This design comes from an exercise in tuning for small area on the open sky130 flow, not from production work. Function was checked by simulation only, so behaviour that the tests miss may differ from the original. Power is estimated from default activity; no workload was simulated.

== rev 12 ==
==> module conv_neuron, before the edit <==
module conv_neuron
  (
   input  logic        clk,
   input  logic [7:0]  wdx,         
   input  logic [7:0]  wdy,         
   input  logic [7:0]  ins_x,       
   input  logic [7:0]  ins_y,       
   input  logic [7:0]  ins_k,       
   input  logic [7:0]  bdata,       
   input  logic        bias_we,     
   input  logic [31:0] rsel,        
   input  logic        rpol,        
   input  logic [7:0]  feat,        
   input  logic [7:0]  feat_n,      
   input  logic        first,       
   output logic [6:0]  result       
   );
   logic [31:0][7:0] ring;      
   logic [7:0]       bias;
   logic [7:0]       w, w_rn;
   logic [20:0]      acc, ain, sum;
   logic [1:0]       cr, cin, cout;
   logic [13:0]      acc_hi;
   always_ff @(posedge clk)
      if (bias_we) bias <= bdata;
   genvar gr;
   generate
      for (gr = 0; gr < 8; gr++) begin : g_RING
         always_ff @(posedge clk) begin
            ring[4*gr+0] <= ring[4*gr+1];
            ring[4*gr+1] <= ring[4*gr+2];
            ring[4*gr+2] <= ring[4*gr+3];
            ring[4*gr+3] <= ~(({8{ins_x[gr]}} & wdx) | ({8{ins_y[gr]}} & wdy) |
                             ({8{ins_k[gr]}} & ring[4*gr+0]));
         end
      end
   endgenerate
   always_comb begin
      w = '0;
      for (int k = 0; k < 32; k++)
        w = w | (ring[k] & {8{rsel[k]}});
   end
   assign ain = first ? {{13{bias[7]}}, bias} : acc;
   assign cin = first ? 2'b00 : cr;
   conv_mac u_mac (.wn(w_rn), .f(feat), .fn(feat_n), .ain(ain), .cin(cin), .sum(sum), .cout(cout));
   always_ff @(posedge clk) begin
      w_rn <= ~(w ^ {8{rpol}});
      acc <= sum;
      cr  <= cout;
   end
   assign acc_hi = acc[20:7] + {cr[1], 4'd0, cr[0], 1'b0};
   assign result = acc_hi[13] ? 7'd0 : (|acc_hi) ? 7'h7f : acc[6:0];
endmodule  
==> module conv_neuron_layer_ffanout, before the edit <==
module conv_neuron_layer_ffanout
  #
  (
   parameter LAYER_SIZE       = 10,
   parameter LAYER_SIZE_ORDER = 4,
   parameter FEATURE_WIDTH    = 8,
   parameter WEIGHT_WIDTH     = 8,
   parameter WEIGHT_MEM_ORDER = 5,
   parameter OUTPUT_WIDTH     = 8,
   parameter OUTPUT_SHIFT     = 0,
   parameter BIAS_SHIFT       = 0,
   parameter ReLU             = "TRUE"
   )
  (
   input logic                         clk,
   input logic [FEATURE_WIDTH-1:0]     feature_stream,
   input logic                         feature_first,
   input logic                         feature_last,
   input logic [WEIGHT_WIDTH-1:0]      weight_stream,
   input logic [LAYER_SIZE_ORDER-1:0]  weight_id,
   input logic                         weight_first,
   input logic                         weight_last,
   output logic [OUTPUT_WIDTH-1:0]     output_stream,
   output logic [LAYER_SIZE_ORDER-1:0] output_id,
   output logic                        output_valid
   );
  logic [2:0]  tc;                    
  logic [1:0]  ph;
  logic        ld_active;
  logic        word_v;
  logic        bcur;                  
  logic [3:0]  tv, tb;                
  logic [3:0][7:0] td;                
  logic [1:0]  xd, yd;                
  logic [3:0]  xid, yid;              
  logic [4:0]  xk, yk;                
  logic        xv, yv;                
  logic [7:0]  xdat, ydat;
  logic [LAYER_SIZE:1] xn, yn;        
  logic [7:0]  xr, yr;                
  logic        yfirst;                
  logic        clash;                 
  logic        xw, yw;                
  assign ph     = tc[1:0];
  assign word_v = ld_active && !weight_first;
  always_comb begin
    tv[0] = word_v;
    tb[0] = bcur;
    td[0] = weight_stream;
  end
  always_ff @(posedge clk) begin
    tc <= tc + 1'b1;
    if (weight_first) begin
      ld_active <= 1'b1;
      bcur      <= !bcur;
      if (bcur) begin
        xd  <= 2'd3 - ph;
        xid <= weight_id;
      end else begin
        yd  <= 2'd3 - ph;
        yid <= weight_id;
      end
    end else if (ld_active && weight_last) begin
      ld_active <= 1'b0;
    end
    for (int i = 1; i < 4; i++) begin
      tv[i] <= tv[i-1];
      tb[i] <= tb[i-1];
      td[i] <= td[i-1];
    end
    if (weight_first && bcur) xk <= '0;
    else if (xv)              xk <= xk + 1'b1;
    if (weight_first && !bcur) yk <= '0;
    else if (yv)               yk <= yk + 1'b1;
  end
  assign xv   = tv[xd] && !tb[xd];
  assign yv   = tv[yd] &&  tb[yd];
  assign xdat = td[xd] ^ {8{tc[2]}};
  assign ydat = td[yd] ^ {8{tc[2]}};
  assign yfirst = bcur;
  assign clash = xv && yv && (xid == yid) && (xk[4:2] == yk[4:2]);
  assign xw = xv && !(clash && yfirst);
  assign yw = yv && !(clash && !yfirst);
  always_comb begin
    for (int n = 1; n <= LAYER_SIZE; n++) begin
      xn[n] = xw && (xid == n);
      yn[n] = yw && (yid == n);
    end
    for (int r = 0; r < 8; r++) begin
      xr[r] = (xk[4:2] == r);
      yr[r] = (yk[4:2] == r);
    end
  end
  logic [7:0]  feat_r, feat_rn;
  logic        first_r, last_r, last_r2;
  logic [4:0]  rcnt, raddr;
  logic [1:0]  rpos;
  logic [2:0]  rpt;
  logic        rpol;
  logic [31:0] rsel;
  assign raddr = feature_first ? 5'd0 : rcnt;
  assign rpos  = raddr[1:0] - ph;
  assign rpt   = tc + {1'b0, rpos};
  assign rpol  = rpt[2];
  always_ff @(posedge clk) begin
    feat_r  <= feature_stream;
    feat_rn <= ~feature_stream;
    first_r <= feature_first;
    last_r  <= feature_last;
    last_r2 <= last_r;
    rcnt    <= raddr + 1'b1;
  end
  always_comb
    for (int r = 0; r < 8; r++)
      for (int p = 0; p < 4; p++)
        rsel[4*r+p] = (raddr[4:2] == r) && (rpos == p);
  logic [7*LAYER_SIZE-1:0] result;
  genvar gi;
  generate
    for (gi = 1; gi <= LAYER_SIZE; gi++) begin : g_NEURONS
      logic [7:0] hx, hy;
      assign hx = {8{xn[gi]}} & xr;
      assign hy = {8{yn[gi]}} & yr;
      conv_neuron u_conv_neuron
        (
         .clk     (clk),
         .wdx     (xdat),
         .wdy     (ydat),
         .ins_x   (hx),
         .ins_y   (hy),
         .ins_k   (~(hx | hy)),
         .bdata   (weight_stream),
         .bias_we (weight_first && weight_id == gi),
         .rsel    (rsel),
         .rpol    (rpol),
         .feat    (feat_r),
         .feat_n  (feat_rn),
         .first   (first_r),
         .result  (result[7*(gi-1) +: 7])
         );
    end
  endgenerate
  logic [6:0] out_sr [1:LAYER_SIZE];
  logic [3:0]               out_id;
  logic                     out_valid;
  always_ff @(posedge clk) begin
    if (last_r2) begin
      for (int j = 1; j <= LAYER_SIZE; j++) out_sr[j] <= result[7*(j-1) +: 7];
      out_id    <= 4'd1;
      out_valid <= 1'b1;
    end else begin
      for (int j = 1; j < LAYER_SIZE; j++) out_sr[j] <= out_sr[j+1];
      out_sr[LAYER_SIZE] <= result[7*(LAYER_SIZE-1) +: 7];
      if (out_valid) begin
        out_id <= out_id + 1'b1;
        if (out_id == LAYER_SIZE) out_valid <= 1'b0;
      end
    end
  end
  assign output_stream = {1'b0, out_sr[1]};
  assign output_id     = out_id;
  assign output_valid  = out_valid;
endmodule  
Settings: LEC_CHECK=0, CAP_MARGIN=20, CORE_MARGIN=2, CORE_UTILIZATION=40, CTS_BUF_LIST=sky130_fd_sc_hd__clkbuf_16, CTS_CLUSTER_DIAMETER=80, CTS_CLUSTER_SIZE=30, SLEW_MARGIN=20, SYNTH_HIERARCHICAL=1, SYNTH_MINIMUM_KEEP_SIZE=0; clock period 6.0 ns.
run.sh (not shown) runs the stock make flow with config.mk's settings and CLKGATE_MAP_FILE= SYNTH_SCRIPT=/design/flow/synth_recipe.tcl, a recipe that flattens the netlist after the stock synthesis.
Modified inputs, rev 13 compared to rev 12
--- a/flow/design.v
+++ b/flow/design.v
@@ -23,5 +23,5 @@
    logic [13:0]      acc_hi;
    always_ff @(posedge clk)
-      if (bias_we) bias <= bdata;
+      if (bias_we) bias <= bdata ^ 8'h80;    
    genvar gr;
    generate
@@ -36,10 +36,23 @@
       end
    endgenerate
-   always_comb begin
-      w = '0;
-      for (int k = 0; k < 32; k++)
-        w = w | (ring[k] & {8{rsel[k]}});
-   end
-   assign ain = first ? {{13{bias[7]}}, bias} : acc;
+   logic [7:0][10:0] grp_n;
+   genvar gb, gg;
+   generate
+      for (gb = 0; gb < 8; gb++) begin : g_RBIT
+         for (gg = 0; gg < 10; gg++) begin : g_RGRP
+            conv_aoi222 u_aoi
+              (.a1(rsel[3*gg]),   .b1(ring[3*gg][gb]),
+               .a2(rsel[3*gg+1]), .b2(ring[3*gg+1][gb]),
+               .a3(rsel[3*gg+2]), .b3(ring[3*gg+2][gb]),
+               .y(grp_n[gb][gg]));
+         end
+         conv_aoi22 u_aoi_last
+           (.a1(rsel[30]), .b1(ring[30][gb]),
+            .a2(rsel[31]), .b2(ring[31][gb]),
+            .y(grp_n[gb][10]));
+         assign w[gb] = ~&grp_n[gb];
+      end
+   endgenerate
+   assign ain = first ? {13'd0, bias} : acc;
    assign cin = first ? 2'b00 : cr;
    conv_mac u_mac (.wn(w_rn), .f(feat), .fn(feat_n), .ain(ain), .cin(cin), .sum(sum), .cout(cout));
@@ -50,6 +63,13 @@
    end
    assign acc_hi = acc[20:7] + {cr[1], 4'd0, cr[0], 1'b0};
-   assign result = acc_hi[13] ? 7'd0 : (|acc_hi) ? 7'h7f : acc[6:0];
+   assign result = (acc_hi[13] || acc_hi == 14'd0) ? 7'd0 :
+                   (acc_hi != 14'd1) ? 7'h7f : acc[6:0];
 endmodule  
+module conv_aoi222 (input logic a1, b1, a2, b2, a3, b3, output logic y);
+  assign y = ~((a1 & b1) | (a2 & b2) | (a3 & b3));
+endmodule
+module conv_aoi22 (input logic a1, b1, a2, b2, output logic y);
+  assign y = ~((a1 & b1) | (a2 & b2));
+endmodule
 module conv_mac (
   input  logic [7:0]  wn,      
@@ -383,4 +403,6 @@
   logic [LAYER_SIZE:1] xn, yn;        
   logic [7:0]  xr, yr;                
+  logic [LAYER_SIZE:1] xn_n, yn_n;
+  logic [7:0]  xr_n, yr_n;
   logic        yfirst;                
   logic        clash;                 
@@ -436,4 +458,8 @@
     end
   end
+  assign xn_n = ~xn;
+  assign yn_n = ~yn;
+  assign xr_n = ~xr;
+  assign yr_n = ~yr;
   logic [7:0]  feat_r, feat_rn;
   logic        first_r, last_r, last_r2;
@@ -463,7 +489,10 @@
   generate
     for (gi = 1; gi <= LAYER_SIZE; gi++) begin : g_NEURONS
-      logic [7:0] hx, hy;
-      assign hx = {8{xn[gi]}} & xr;
-      assign hy = {8{yn[gi]}} & yr;
+      logic [7:0] hx, hy, hk;
+      for (genvar r = 0; r < 8; r++) begin : g_INS
+        conv_nor2 u_hx (.a(xn_n[gi]), .b(xr_n[r]), .y(hx[r]));
+        conv_nor2 u_hy (.a(yn_n[gi]), .b(yr_n[r]), .y(hy[r]));
+        conv_nor2 u_hk (.a(hx[r]),    .b(hy[r]),   .y(hk[r]));
+      end
       conv_neuron u_conv_neuron
         (
@@ -473,5 +502,5 @@
          .ins_x   (hx),
          .ins_y   (hy),
-         .ins_k   (~(hx | hy)),
+         .ins_k   (hk),
          .bdata   (weight_stream),
          .bias_we (weight_first && weight_id == gi),
@@ -506,2 +535,5 @@
   assign output_valid  = out_valid;
 endmodule  
+module conv_nor2 (input logic a, b, output logic y);
+  assign y = ~(a | b);
+endmodule
Notes after the runs:
Rev 13 finished every stage and its layout cleared the timing, DRC and antenna checks. Rev 12 was carried through to the last stage, and its layout satisfied the timing, DRC and antenna checks. Rev 12 → rev 13: number of max-cap violations held steady, post-route cell area decreased 4200 um^2, share of synthesized cell area in and, or, nand and nor gates climbed 1.1 points. Summary of the comparison: number of placed instances, taps included is lower in rev 13, relative to rev 12. Sort rev 13 and rev 12 by proportion of power drawn by the clock network desc -> top: rev 13. What rev 12 reported for wire length after detailed routing has to be multiplied by 0.869 to get the figure for rev 13.

-- what the ideal ports hide --
The flow's constraints put no driver on any port. The routed layouts listed below were extracted and timed again, unchanged, in two steps.
Step 1 (the two cells are an assumption about what drives the block):
set clk [get_ports {clk}]
set_driving_cell -lib_cell sky130_fd_sc_hd__clkbuf_16 $clk
set_driving_cell -lib_cell sky130_fd_sc_hd__buf_2 [delete_from_list [all_inputs] $clk]
Step 2 times the ports against the registers' clock, not the clock port: input delays grow and output delays shrink by t, the midpoint of the rising clock arrivals with the driver on.
a / b / c = ideal ports / drivers / drivers and shift; a / b = the first two.
run	t (ns)	setup WS [ns]	worst hold slack (ns)	worst setup path at the end	worst register clock-pin slew, ns
rev 12	0.966	0.715 / 0.715 / 0.453	0.306 / 0.306 / 0.306	input to register	0.12 / 0.12
rev 13	0.944	0.703 / 0.703 / 0.299	0.306 / 0.306 / 0.306	input to register	0.12 / 0.12
After both steps every run listed still meets setup and hold. The setup slack of rev 13, which loses most, moves by 0.000 ns with the drivers and by -0.404 ns with both steps.
